From an optimization exercise on the open Yosys and OpenROAD flow, aimed at small area; shortcuts taken in it are not production practice. Function was checked by simulation only, so behaviour that the tests miss may differ from the original. No activity file was given, so power comes from the tool's default toggle rates.

<file path="design/flow/design.v">
`default_nettype none
module flashNavigator
#(
  parameter STARTUP_WAIT = 32'd1000
)
(
    input wire clk,
    input wire rst,
    output reg flashClk,
    input wire flashMiso,
    output reg flashMosi,
    output reg flashCs,
    input wire [5:0] charAddress,
    output wire [7:0] charOutput,
    input wire btn1,
    input wire btn2
);
localparam [32:0] SEQ_START = 33'd446;
reg [23:3] readAddress;
reg [32:0] counter;
reg busy;
reg done;
reg dataReady;
reg bufValid;
reg [263:0] ring0;
reg [263:0] ring1;
reg dispSel;           
reg [5:0] psi;         
wire [10:0] c = counter[10:0];
wire waitOver = (counter > STARTUP_WAIT);
wire start = !busy && !done && waitOver && btn1 && btn2;
wire [4:0] addrIdx = ~c[5:1];
wire [23:0] fullAddr = {readAddress, 3'b000};
wire addrBit = fullAddr[addrIdx];
wire inCmd = (c[9:0] == 10'd447) || (c[9:4] == 6'b011100 && c[3:0] != 4'hf);
wire mosiOne = (c[9:4] == 6'b011100 && c[3:0] >= 4'd11);
wire inAddr = (c[9:6] == 4'b0111 && c[5:4] != 2'b00);
wire sample = busy && c[9] && c[0];
wire swap = done && !dataReady;
always @(posedge clk) begin
  if (rst) begin
    flashClk <= 1'b0;
    flashMosi <= 1'b0;
    flashCs <= 1'b1;
    readAddress <= 21'd0;
    counter <= 33'd0;
    busy <= 1'b0;
    done <= 1'b0;
    dataReady <= 1'b0;
    bufValid <= 1'b0;
  end else begin
    flashCs <= !busy;
    flashClk <= busy && (c[0] ^ inCmd);
    flashMosi <= busy && (mosiOne || (inAddr && addrBit));
    if (start) begin
      busy <= 1'b1;
      dataReady <= 1'b0;
      counter <= SEQ_START;
    end else if (done) begin
      counter <= STARTUP_WAIT;
      dataReady <= 1'b1;
      bufValid <= 1'b1;
      if (!btn1) begin
        readAddress <= readAddress + 21'd3;
        done <= 1'b0;
      end else if (!btn2) begin
        readAddress <= readAddress - 21'd3;
        done <= 1'b0;
      end
    end else begin
      counter <= counter + 33'd1;
      if (busy && c[10]) begin
        busy <= 1'b0;
        done <= 1'b1;
      end
    end
  end
end
wire [7:0] injBit;
genvar gi;
generate
  for (gi = 0; gi < 8; gi = gi + 1) begin : inj
    assign injBit[gi] = sample && c[3:1] == 7 - gi;
  end
endgenerate
reg [263:0] next0, next1;
integer k;
always @(*) begin
  next0 = {ring0[255:0], ring0[263:256]};
  next1 = {ring1[255:0], ring1[263:256]};
  for (k = 0; k < 8; k = k + 1) begin
    if (injBit[7 - k] && dispSel)
      next0[16*k + 7 - k] = flashMiso;
    if (injBit[7 - k] && !dispSel)
      next1[16*k + 7 - k] = flashMiso;
  end
end
always @(posedge clk) begin
  ring0 <= next0;
  ring1 <= next1;
  if (swap) begin
    dispSel <= !dispSel;
    psi <= 6'd1;
  end else
    psi <= (psi >= 6'd31) ? psi - 6'd31 : psi + 6'd2;
end
reg [7:0] chosenByte;
reg [3:0] dataNib;
reg [3:0] addrNib;
reg [6:0] charOut;
function [6:0] hex;
  input [3:0] v;
  hex = (v <= 4'd9) ? 7'd48 + v : 7'd55 + v;
endfunction
wire [4:0] b = charAddress[5:1];
wire [6:0] qsum = psi + b;
wire [5:0] q = (qsum >= 7'd33) ? qsum - 7'd33 : qsum[5:0];
reg [32:0] hot;
reg [7:0] pick;
integer s;
always @(*) begin
  for (s = 0; s < 33; s = s + 1)
    hot[s] = (q == ((2*s) % 33));
  pick = 8'd0;
  for (s = 0; s < 33; s = s + 1)
    pick = pick | ({8{bufValid && !dispSel && hot[s]}} & ring0[s*8 +: 8])
                | ({8{bufValid && dispSel && hot[s]}} & ring1[s*8 +: 8]);
end
reg [3:0] addrNibNext;
always @(*) begin
  case (charAddress[3:0])
    4'd8:  addrNibNext = readAddress[23:20];
    4'd9:  addrNibNext = readAddress[19:16];
    4'd10: addrNibNext = readAddress[15:12];
    4'd11: addrNibNext = readAddress[11:8];
    4'd12: addrNibNext = readAddress[7:4];
    4'd13: addrNibNext = {readAddress[3], 3'b000};
    default: addrNibNext = 4'd0;
  endcase
end
always @(posedge clk) begin
  if (rst) begin
    chosenByte <= 8'd0;
    dataNib <= 4'd0;
    addrNib <= 4'd0;
    charOut <= 7'd0;
  end else begin
    chosenByte <= pick;
    dataNib <= charAddress[0] ? chosenByte[3:0] : chosenByte[7:4];
    addrNib <= addrNibNext;
    if (charAddress[5:4] == 2'b11) begin
      case (charAddress[3:0])
        4'd0: charOut <= "A";
        4'd1: charOut <= "d";
        4'd2: charOut <= "d";
        4'd3: charOut <= "r";
        4'd4: charOut <= ":";
        4'd6: charOut <= "0";
        4'd7: charOut <= "x";
        4'd8, 4'd9, 4'd10, 4'd11, 4'd12, 4'd13: charOut <= hex(addrNib);
        4'd15: charOut <= dataReady ? " " : "L";
        default: charOut <= " ";
      endcase
    end else
      charOut <= hex(dataNib);
  end
end
assign charOutput = {1'b0, charOut};
endmodule
</file>
<file path="design/flow/run.sh">
#!/bin/bash
# synth_recipe.tcl (not shown) runs the flow's synth.tcl, then flattens the netlist and writes it again
# the make line also repeats each setting of config.mk as NAME=value (left out here)
make -C /OpenROAD-flow-scripts/flow DESIGN_CONFIG=/design/flow/config.mk WORK_HOME=/design/flow/orfs CLKGATE_MAP_FILE= SYNTH_SCRIPT=/design/flow/synth_recipe.tcl finish
</file>
<file path="design/flow/config.mk">
export PLATFORM = sky130hd
export DESIGN_NAME = flashNavigator
export DESIGN_NICKNAME = flashNavigator
export VERILOG_FILES = /design/flow/design.v
export SDC_FILE = /design/flow/constraint.sdc
export NUM_CORES = 4
export LEC_CHECK = 0
export CAP_MARGIN = 20
export CORE_MARGIN = 2
export CORE_UTILIZATION = 40
export CTS_BUF_LIST = sky130_fd_sc_hd__clkbuf_4
export PLACE_DENSITY = 0.6
export SLEW_MARGIN = 20
</file>
<file path="design/flow/constraint.sdc">
create_clock -name core_clock -period 10.0 [get_ports {clk}]
set_input_delay 2.0000 -clock core_clock [delete_from_list [all_inputs] [get_ports {clk}]]
set_output_delay 2.0000 -clock core_clock [all_outputs]
set_load 0.01 [all_outputs]
</file>
==> results of run 1 <==
-- registers in the layout, summed over array words and instances (netlist names) --
register	cells
charOut	7
addrNib	4
busy	1
done	1
readAddress	21
flashMosi	1
chosenByte	8
dispSel	1
bufValid	1
counter	33
flashCs	1
dataNib	4
ring0	264
dataReady	1
psi	6
ring1	264
flashClk	1
-- cell families after synthesis --
group	synth area share [%]
compound gates	17.3
xor+xnor	2.37
fa+ha+maj	2.26
buf+inv	2.53
flops	60.1
mux	3.29
other cells	0.0182
simple gates	12.1
-- power groups by stage --
| stage | clock (uW) | sequential, uW | combinational (uW) |
|---|---|---|---|
| 4_1_cts | 2090 | 2510 | 1840 |
| 6_report | 2060 | 2510 | 1910 |
| 2_1_floorplan | 0 | 2550 | 1030 |
| 3_5_place_dp | 0 | 2570 | 1830 |
| 5_1_grt | 2240 | 2510 | 1950 |
| 3_3_place_gp | 0 | 2570 | 1820 |
-- per-stage QoR --
step                      hold slack (ns)  utilization [%]
after global placement              0.327             42.2
final                               0.300             45.9
after floorplan                     0.323                -
after global routing                0.323             45.9
after CTS                           0.311             45.9
after detailed placement            0.333             42.2
-- layout make-up --
cell class                      instances  area [um2]  share of cell area, %
Clock inverter                         53         327                   1.39
Tap cell                              680         851                   3.62
Sequential cell                       619       12400                   52.8
Inverter                               27         101                  0.431
Clock buffer                          207        1550                   6.62
Antenna cell                            2        5.00                 0.0213
Multi-Input combinational cell       1121        7790                   33.2
Timing Repair Buffer                   55         458                   1.95
-- worst max-delay path, stage by stage --
cell and delay (ns):
clkdlybuf4s50_1 0.92, ha_1 0.33, inv_1 0.07, fa_1 0.42, nand2b_1 0.22, a21oi_1 0.24
o21ai_1 0.27, a211oi_1 0.92, nor2_4 0.28, nor2_2 0.80, buf_4 0.45, a22oi_1 0.15
and4_1 0.25, a211o_1 0.29, a41oi_1 0.20
-- routing by layer --
layer  GRT usage [%]  up-vias  share of wire, %
li1                -     7228                 -
met2            37.0      883                44
met1            31.8     7825                43
met4            9.60        2               3.5
met3            7.14      168               9.4
met5               0        -             0.017
-- final timing paths --
kind         depth (start not counted)       endpoint      startpoint  slack, ns
max                                 15  chosenByte[3]  charAddress[1]       3.06
max reg2reg                         14  chosenByte[3]          psi[0]       4.61
min reg2reg                          0     ring0[126]      ring0[118]       0.30
min                                  0     ring0[126]      ring0[118]       0.30
-- cell usage in the layout (no fill, tap or decap), types with 8 or more instances in the layout --
master           netlist  routed
mux2_2                22      22
a21oi_1               81      81
clkinv_1               1      33
a2111oi_0              9       9
clkdlybuf4s50_1        0      19
nor3_1                31      27
nor4_1                19      19
inv_1                 26      26
dfxtp_1              618     618
clkbuf_4               0     207
nand4_1               25      25
nand3_1               70      70
a41oi_1               21      21
nand2b_1              13      13
nor2_1               103      94
buf_4                  2      35
ha_1                  34      34
xor2_1                25      25
mux2i_1               25      25
a22oi_1              141     141
a222oi_1              14      14
nor2_2                 1      10
o21ai_0               36      36
o31ai_1                8       8
mux4_2                 8       8
and3_1                41      41
and4_1                16      16
a22o_1                24      24
nand2_1              130     130
a21o_1                10      10
a211oi_1              14      14
a32oi_1               11      11
xnor2_1               29      29
a31oi_1               16      16
==> results.cfg, run 1 <==
[outcome]
status = finished clean

[yosys]
ys_seq_area_share_pct = 60.1
synth_edf_count = 1
synthTopCellsByCount = dfxtp_1, a22oi_1, nand2_1
post-synth-top-count-cell = dfxtp_1
syn_area_per_cell_um2 = 11.1
synth_top_area_share_pct = 60.0
synth.largest_area_cell = dfxtp_1
syn-num-nets = 1913
synthTopCellsByArea = dfxtp_1, a22oi_1, nand2_1
synth-seq-cells = 619
synthDistinctLibCells = 94
syn-cell-area_um2 = 20600
yosys_warnings = 1
synthArstFlopShare_pct = 0
synth_ff_type = dfxtp_1
synthCells = 1866

[power]
pwr-share-clk_pct = 31.7
p_seq_share_pct = 38.7
cellPowerDensity_nw_per_um2 = 276
netSwitchingFraction_pct = 39.7
share_comb_of_total_power_pct = 29.5
vdd_drop_max_uv = 345
leakagePower_uw = 0.00878
p_sw_uw = 2580
internal-power_uw = 3910
p_total_uw = 6490

[timing]
tns_ns = 0
period_needed_ns = 6.94
setup_ws_ns = 3.06
maxSlewViolCount = 0
clock.fmax_ghz = 0.144
worst_pin_slew_ns = 1.18
skew_ns = 0.0664
setup_violations = 0
min_period_over_period_pct = 69.4
relSlewSlack_pct = 21.3
hold_viol_final = 0
grt_setup_unrepaired = no

[worst_setup_path]
worstSetupPathType = in -> reg
required_ns = 10.86
cp-end-kind = flop
cp-start-kind = input pin
critPathMaxFanout = 17
arrival_ns = 7.81

[placed_design]
dpl_cell_area_um2 = 21600
place_inst = 2502
dp_hpwl_um = 40300
gp_congestion = 0.899
port_buffers = 20
pre_cts_ws_ns = 2.27

[clock_network]
htree_num_levels = 4
clock-root-buffer = clkbuf_4
clk_latency_ns = 0.99
cts_resized = 0
cts_buffers = 152
cts_buffer_depth = 3
clock-sinks = 619
cts_setup_buffers = 0
tritoncts = built
clk_pin_slew_ns = 0.07
cts_hold_buf = 0

[route]
drtIter0Drc = 1660
dr.pass1.iters = 7
antenna_left = 0
routed_wl_um = 64200
avgRoutedWirePerCell_um = 23.2
vias = 16100
drc = 0
via_per_inst = 5.83

[floorplan]
core_um2 = 51200
die_w_um = 231
pin_count = 22
initial_core_util_pct = 40.3
die_area_um2 = 53400
fp.dieH_um = 231
placementRows = 83

[layout]
design_area_um2 = 23500
nets = 2023
layout-area-overhead-vs-synth_pct = 13.8
fillers = 4747
layoutNonFillerInstCount = 2764
drive_gt1_share_pct = 16.2

[global_route]
grt_pass1_vias = 16000
overflow = 0
grt_max_degree = 60
antenna_found_initial = 2
grt_pass1_wl_um = 97700
gr-usage-all-layers_pct = 24.1

[job]
max_cap_violations = 0

[min_path]
hold_class = reg -> reg
==> run 2: changes to the inputs <==
--- a/design/flow/config.mk
+++ b/design/flow/config.mk
@@ -10,3 +10,3 @@
 export CORE_UTILIZATION = 40
-export CTS_BUF_LIST = sky130_fd_sc_hd__clkbuf_4
+export CTS_BUF_LIST = sky130_fd_sc_hd__clkbuf_8
 export PLACE_DENSITY = 0.6
==> run 2 against run 1 <==
Net effect: area after synthesis did not move; clock power increased by 16%; sequential share of layout area decreased by 0.75 points; cell count down 3.1%; design area increased by 1.4%; non-clock buffer count unchanged; sequential power hardly changed; hold slack improved by 0.011 ns; register-to-register slack is essentially flat; utilization up 0.66 points; critical path depth stayed put; critical endpoint is now chosenByte[6]; highest routed layer is now met4.
==> results.cfg, run 2 <==
[clock_network]
clk_latency_ns = 0.73
cts_resized = 0
clk_pin_slew_ns = 0.07
cts_setup_buffers = 0
cts_buffer_depth = 3
clock-sinks = 619
tritoncts = built
cts_hold_buf = 0
cts_buffers = 97
clock-root-buffer = clkbuf_8
htree_num_levels = 3

[placed_design]
dp_hpwl_um = 40300
gp_congestion = 0.899
port_buffers = 20
dpl_cell_area_um2 = 21600

[yosys]
synth.largest_area_cell = dfxtp_1
synthArstFlopShare_pct = 0
ys_seq_area_share_pct = 60.1
synthTopCellsByArea = dfxtp_1, a22oi_1, nand2_1
yosys_warnings = 1
synth-seq-cells = 619
syn-cell-area_um2 = 20600
synth_edf_count = 1
synthCells = 1866
synth_ff_type = dfxtp_1
synth_top_area_share_pct = 60.0
post-synth-top-count-cell = dfxtp_1
synthTopCellsByCount = dfxtp_1, a22oi_1, nand2_1
syn_area_per_cell_um2 = 11.1
synthDistinctLibCells = 94
syn-num-nets = 1913

[layout]
mostFrequentLayoutCells = dfxtp_1, a22oi_1, nand2_1, clkbuf_8, nor2_1
final_util_pct = 46.5
diodes = 0
layout-area-overhead-vs-synth_pct = 15.5
drive_gt1_share_pct = 13.5
nets = 1968
design_area_um2 = 23800
top_regs = ring0 x264, ring1 x264, counter x33
layout_commonest_cell = dfxtp_1

[route]
avgRoutedWirePerCell_um = 23.8
drtIter0Drc = 1647
antenna_left = 0
dr.pass1.iters = 5
routed_wl_um = 63700
vias = 15800
drc = 0
via_per_inst = 5.90

[timing]
worst_pin_slew_ns = 1.22
clock.fmax_ghz = 0.139
skew_ns = 0.0535
period_needed_ns = 7.17
hold_viol_final = 0
tns_ns = 0
grt_setup_unrepaired = no
min_period_over_period_pct = 71.7
whs_ns = 0.311
setup_violations = 0
relSlewSlack_pct = 18.7
maxSlewViolCount = 0

[power]
share_comb_of_total_power_pct = 28.1
internal-power_uw = 4210
p_seq_share_pct = 36.9
p_sw_uw = 2610
leakagePower_uw = 0.00890
vdd_drop_max_uv = 343
pwr-share-clk_pct = 35.0
netSwitchingFraction_pct = 38.2
cellPowerDensity_nw_per_um2 = 286

[worst_setup_path]
cp-end-kind = flop
arrival_ns = 7.70
rrSetupSlack_ns = 4.61
worstSetupPathType = in -> reg
cp-start-kind = input pin
endpoint = chosenByte[6]
critPathMaxFanout = 22
required_ns = 10.53
r2r_start = psi[0]
crit_start = charAddress[1]
r2r_cells = 14
worstReg2RegEnd = chosenByte[6]

[floorplan]
die_area_um2 = 53400
fp.dieH_um = 231
die_w_um = 231
pin_count = 22
core_um2 = 51200
placementRows = 83
initial_core_util_pct = 40.3

[global_route]
gr-usage-all-layers_pct = 23.8
grt_max_degree = 60
antenna_found_initial = 1
grt_pass1_wl_um = 96800
overflow = 0
grt_pass1_vias = 15700

[min_path]
hold_class = reg -> reg
hold_start = ring1[45]

[outcome]
status = finished clean

[job]
max_cap_violations = 0
==> run 2: cell counts after synthesis <==
No cell type changed its count.
==> run 2: how the worst min path moves through the flow <==
stage,to,depth (start not counted)
2_1_floorplan,ring0[10],0
3_3_place_gp,ring1[172],0
3_5_place_dp,ring1[36],0
4_1_cts,ring1[134],0
5_1_grt,ring1[53],0
6_report,ring1[53],0
==> run 2: cell type report <==
type | instances | area, um2
multi-input combinational | 1121 | 7790
clock inverter | 49 | 464
fill | 4658 | 27400
sequential | 619 | 12400
clock buffer | 128 | 1760
timing repair buffer | 55 | 458
tap | 680 | 851
inverter | 27 | 101
==> run 2: metal layers <==
| layer | vias to the layer above | wire length, um | GRT usage [%] |
|---|---|---|---|
| met1 | 7743 | 27200 | 31.6 |
| met3 | 163 | 5870 | 5.18 |
| met2 | 861 | 28200 | 36.8 |
| met4 | 0 | 2470 | 11.1 |
| met5 | - | 0 | 0 |
| li1 | 7049 | - | - |
==> run 2: worst max-delay path, stage by stage <==
cell             delay [ns]
clkdlybuf4s50_1        0.91
ha_1                   0.32
inv_1                  0.07
fa_1                   0.42
nand2b_1               0.22
a21oi_1                0.24
o21ai_1                0.27
a31oi_1                0.55
and2_1                 0.98
nor3_2                 0.08
buf_4                  0.33
a2111oi_0              0.64
o2111ai_1              0.22
nor4_1                 0.28
a41oi_1                0.16
==> run 2: logic make-up (layout without fill, tap and decap cells) <==
kind of cell    count (synthesis)  in the layout  share of synthesized area, %
fa+ha+maj                      36             36                          2.26
simple gates                  497            497                          12.1
other cells                     1              1                        0.0182
flops                         619            619                          60.1
xor+xnor                       55             55                          2.37
compound gates                477            477                          17.3
mux                            55             55                          3.29
buf+inv                       126            259                          2.53
==> run 2: per-stage QoR <==
| step | setup slack, ns | cells | power (uW) |
|---|---|---|---|
| after CTS | 2.97 | 2679 | 6760 |
| after floorplan | 4.50 | 1866 | 3580 |
| final | 2.83 | 2679 | 6810 |
| after detailed placement | 2.27 | 2502 | 4400 |
| after global placement | 2.38 | 2502 | 4380 |
| after global routing | 2.47 | 2679 | 6990 |
==> run 2: power by group through the flow <==
| stage | clock network (uW) | logic [uW] | registers, uW |
|---|---|---|---|
| finish | 2380 | 1920 | 2510 |
| detailed placement | 0 | 1830 | 2570 |
| CTS | 2410 | 1840 | 2510 |
| global route | 2520 | 1950 | 2520 |
| floorplan | 0 | 1030 | 2550 |
| global placement | 0 | 1820 | 2570 |
==> run 3: changes to the inputs <==
--- a/design/flow/design.v
+++ b/design/flow/design.v
@@ -24,2 +24,3 @@
 reg bufValid;
+reg [7:0] byteIn;
 reg [263:0] ring0;
@@ -38,2 +39,3 @@
 wire sample = busy && c[9] && c[0];
+wire inject = busy && c[3:0] == 4'd0 && (c[10] || (c[9] && c[8:4] != 5'd0));
 wire swap = done && !dataReady;
@@ -78,27 +80,10 @@
 end
-wire [7:0] injBit;
-genvar gi;
-generate
-  for (gi = 0; gi < 8; gi = gi + 1) begin : inj
-    assign injBit[gi] = sample && c[3:1] == 7 - gi;
-  end
-endgenerate
-reg [263:0] next0, next1;
-integer k;
-always @(*) begin
-  next0 = {ring0[255:0], ring0[263:256]};
-  next1 = {ring1[255:0], ring1[263:256]};
-  for (k = 0; k < 8; k = k + 1) begin
-    if (injBit[7 - k] && dispSel)
-      next0[16*k + 7 - k] = flashMiso;
-    if (injBit[7 - k] && !dispSel)
-      next1[16*k + 7 - k] = flashMiso;
-  end
-end
 always @(posedge clk) begin
-  ring0 <= next0;
-  ring1 <= next1;
+  if (sample)
+    byteIn <= {byteIn[6:0], flashMiso};
+  ring0 <= {ring0[255:0], (inject && dispSel) ? byteIn : ring0[263:256]};
+  ring1 <= {ring1[255:0], (inject && !dispSel) ? byteIn : ring1[263:256]};
   if (swap) begin
     dispSel <= !dispSel;
-    psi <= 6'd1;
+    psi <= 6'd4;
   end else
--- a/design/flow/config.mk
+++ b/design/flow/config.mk
@@ -10,3 +10,2 @@
 export CORE_UTILIZATION = 40
-export CTS_BUF_LIST = sky130_fd_sc_hd__clkbuf_8
 export PLACE_DENSITY = 0.6
==> run 3 against run 2 <==
Net effect: still clean; register-to-register slack got worse by 0.13 ns; sequential cell count increased by 8; sequential power increased by 2%; first-iteration DRC count decreased by 1.6%; routed wire length decreased by 7.6%; sequential share of layout area increased by 1.5 points; design area decreased by 0.83%; die area decreased by 0.77%; clock-buffer cell count decreased by 49; global-route usage decreased by 1.8 points; non-clock buffer count decreased by 4; critical path type unchanged; critical endpoint is now chosenByte[3].
==> results.cfg, run 3 <==
[floorplan]
die_w_um = 230
core_um2 = 50400
die_area_um2 = 53000
pin_count = 22
fp.dieH_um = 230
initial_core_util_pct = 40.6
placementRows = 82

[placed_design]
dp_hpwl_um = 37900
gp_congestion = 0.889
pre_cts_ws_ns = 2.18
dpl_cell_area_um2 = 21400
port_buffers = 20
place_inst = 2439

[yosys]
post-synth-top-count-cell = dfxtp_1
syn-cell-area_um2 = 20500
synth_top_area_share_pct = 60.4
synth_compound_area_share_pct = 17.6
synth_mux_area_share_pct = 3.64
synthCells = 1810
synthArstFlopShare_pct = 0
ys_seq_area_share_pct = 61.8
synth.largest_area_cell = dfxtp_1
synth_xor_area_share_pct = 2.14
synthAdderAreaFrac_pct = 2.27
synthTopCellsByCount = dfxtp_1, a22oi_1, nand2_1
synth_edf_count = 9
synthDistinctLibCells = 81
synth-seq-cells = 627
yosys_warnings = 1
syn_area_per_cell_um2 = 11.3
synth-simple-area-share_pct = 10.2
synth_top_family_by_area = compound AO/OA/AOI/OAI gates
synth_ff_type = dfxtp_1
syn-num-nets = 1857
synthTopCellsByArea = dfxtp_1, a22oi_1, ha_1

[clock_network]
clock-root-buffer = clkbuf_16
tritoncts = built
clk_latency_ns = 0.65
htree_num_levels = 2
clock-sinks = 627
cts_buffers = 60
clk_pin_slew_ns = 0.07
cts_resized = 0
cts_buffer_depth = 3
cts_hold_buf = 0
cts_setup_buffers = 0

[layout]
fillers = 4568
nets = 1876
mostFrequentLayoutCells = dfxtp_1, a22oi_1, nand2_1, nor2_1, a21oi_1
layout-area-overhead-vs-synth_pct = 15.4
design_area_um2 = 23600
drive_gt1_share_pct = 11.3
layout_commonest_cell = dfxtp_1
diodes = 0
seqCellArea_um2 = 12600
layoutNonFillerInstCount = 2551
multi_input_area_um2 = 7450
top_regs = ring0 x264, ring1 x264, counter x33

[worst_setup_path]
path_common_cell = and2_1
cp-end-kind = flop
critPathMaxFanout = 17
cp_cell_sequence = clkdlybuf4s50_1, ha_1, inv_1, fa_1, nor2b_1, and2_1, o21ai_0, o21a_1, nor3b_2, nor2b_2, buf_4, and2_1, a32oi_1, nand2_1, a2111oi_0, a41oi_1
r2r_cells = 15
worstSetupPathType = in -> reg
crit_path_max_incr_delay_ns = 0.94
arrival_ns = 7.94
required_ns = 10.56
path_delay_family = simple AND/OR/NAND/NOR gates
path_buf_inv = 3
cp-start-kind = input pin
path_depth = 16
crit_path_top_delay_cell = nor2b_2

[route]
via_per_inst = 5.82
drtIter0Drc = 1620
dr.pass1.iters = 6
vias = 14800
drc = 0
routed_wl_um = 58900
antenna_left = 0
avgRoutedWirePerCell_um = 23.1

[power]
leakagePower_uw = 0.00855
vdd_drop_max_uv = 227
cellPowerDensity_nw_per_um2 = 271

[global_route]
gr-usage-all-layers_pct = 22.0
antenna_found_initial = 0
overflow = 0
grt_pass1_vias = 14500
grt_pass1_wl_um = 89800
grt_max_degree = 55

[timing]
period_needed_ns = 7.38
worst_pin_slew_ns = 1.14
clock.fmax_ghz = 0.136
min_period_over_period_pct = 73.8
setup_violations = 0
maxSlewViolCount = 0
grt_setup_unrepaired = no
skew_ns = 0.0463
tns_ns = 0
relSlewSlack_pct = 23.3
whs_ns = 0.306
hold_viol_final = 0
setup_ws_ns = 2.62

[job]
max_cap_violations = 0

[min_path]
hold_class = reg -> reg
hold_depth = 0

[outcome]
status = finished clean
[run 3: path summary, 6_finish.rpt]
path,slack [ns],endpoint,startpoint
max,2.62,chosenByte[3],charAddress[1]
min,0.31,ring1[103],ring1[95]
min reg2reg,0.31,ring1[103],ring1[95]
max reg2reg,4.48,chosenByte[3],psi[0]
[run 3: logic make-up (layout without fill, tap and decap cells)]
family / count (synthesis) / in the layout
adder cells (fa/ha/maj): 36 / 36
XOR/XNOR: 50 / 50
other: 1 / 1
AND/OR/NAND/NOR: 428 / 428
flip-flops: 627 / 627
multiplexers: 59 / 59
AO/OA/AOI/OAI: 490 / 490
buffers and inverters: 119 / 188
[run 3: routing by layer]
layer / global-route usage [%] / wire length, um / part of all wire (%)
met1: 29.9 / 26000 / 44
met2: 35.3 / 26900 / 46
met3: 3.58 / 4110 / 7.0
met4: 8.00 / 1870 / 3.2
met5: 0 / 0 / 0
[run 3: final cells by class]
type	instances	share of cell area [%]
Clock buffer	79	7.52
Inverter	25	0.397
Tap cell	672	3.56
Timing Repair Buffer	51	1.81
Clock inverter	33	1.71
Multi-Input combinational cell	1064	31.5
Sequential cell	627	53.5
[run 3: power by group]
group / internal, uW / switching [uW] / leakage, uW
logic: 327 / 1120 / 0.00242
clock network: 1420 / 1000 / 0.00107
registers: 2520 / 27.6 / 0.00506
[run 3: worst register-to-register path: cells and delay by family (launching register included)]
kind / cells / cell delay [ns]
AOI/OAI and AO/OA: 5 / 0.87
adders and majority gates: 2 / 0.92
buffers and inverters: 2 / 0.41
DFF: 1 / 0.47
and+or+nand+nor: 6 / 2.79
[run 3: through the flow]
step	util (%)	power (uW)
final	46.9	6410
after global placement	42.6	3990
after global routing	46.9	6590
after floorplan	-	3410
after CTS	46.9	6410
after detailed placement	42.6	4010

[separate check: timing with driven ports]
The flow's constraints put no driver on any port. The routed layouts listed below were extracted and timed again, unchanged, in two steps.
Step 1, drivers: a clkbuf_16 drives clk and a buf_2 each remaining input, both assumed.
Step 2 times the ports against the registers' clock, not the clock port: input delays grow and output delays shrink by t, the midpoint of the rising clock arrivals with the driver on.
Slacks: ideal ports / drivers / drivers and shift; pairs: ideal ports / drivers.
run	t, ns	setup slack, ns	worst setup path at the end	latest minus earliest clock arrival (ns)	pins driven straight from the clock port
run 1	1.008	3.057 / 3.087 / 2.079	input to register	0.075 / 0.075	1
run 2	0.754	2.828 / 2.856 / 2.102	input to register	0.063 / 0.063	1
run 3	0.684	2.622 / 2.656 / 1.972	input to register	0.051 / 0.050	1
After both steps every run listed still meets setup and hold. For run 1, which loses most, drivers alone change the setup slack by +0.030 ns; drivers and shift together by -0.978 ns.
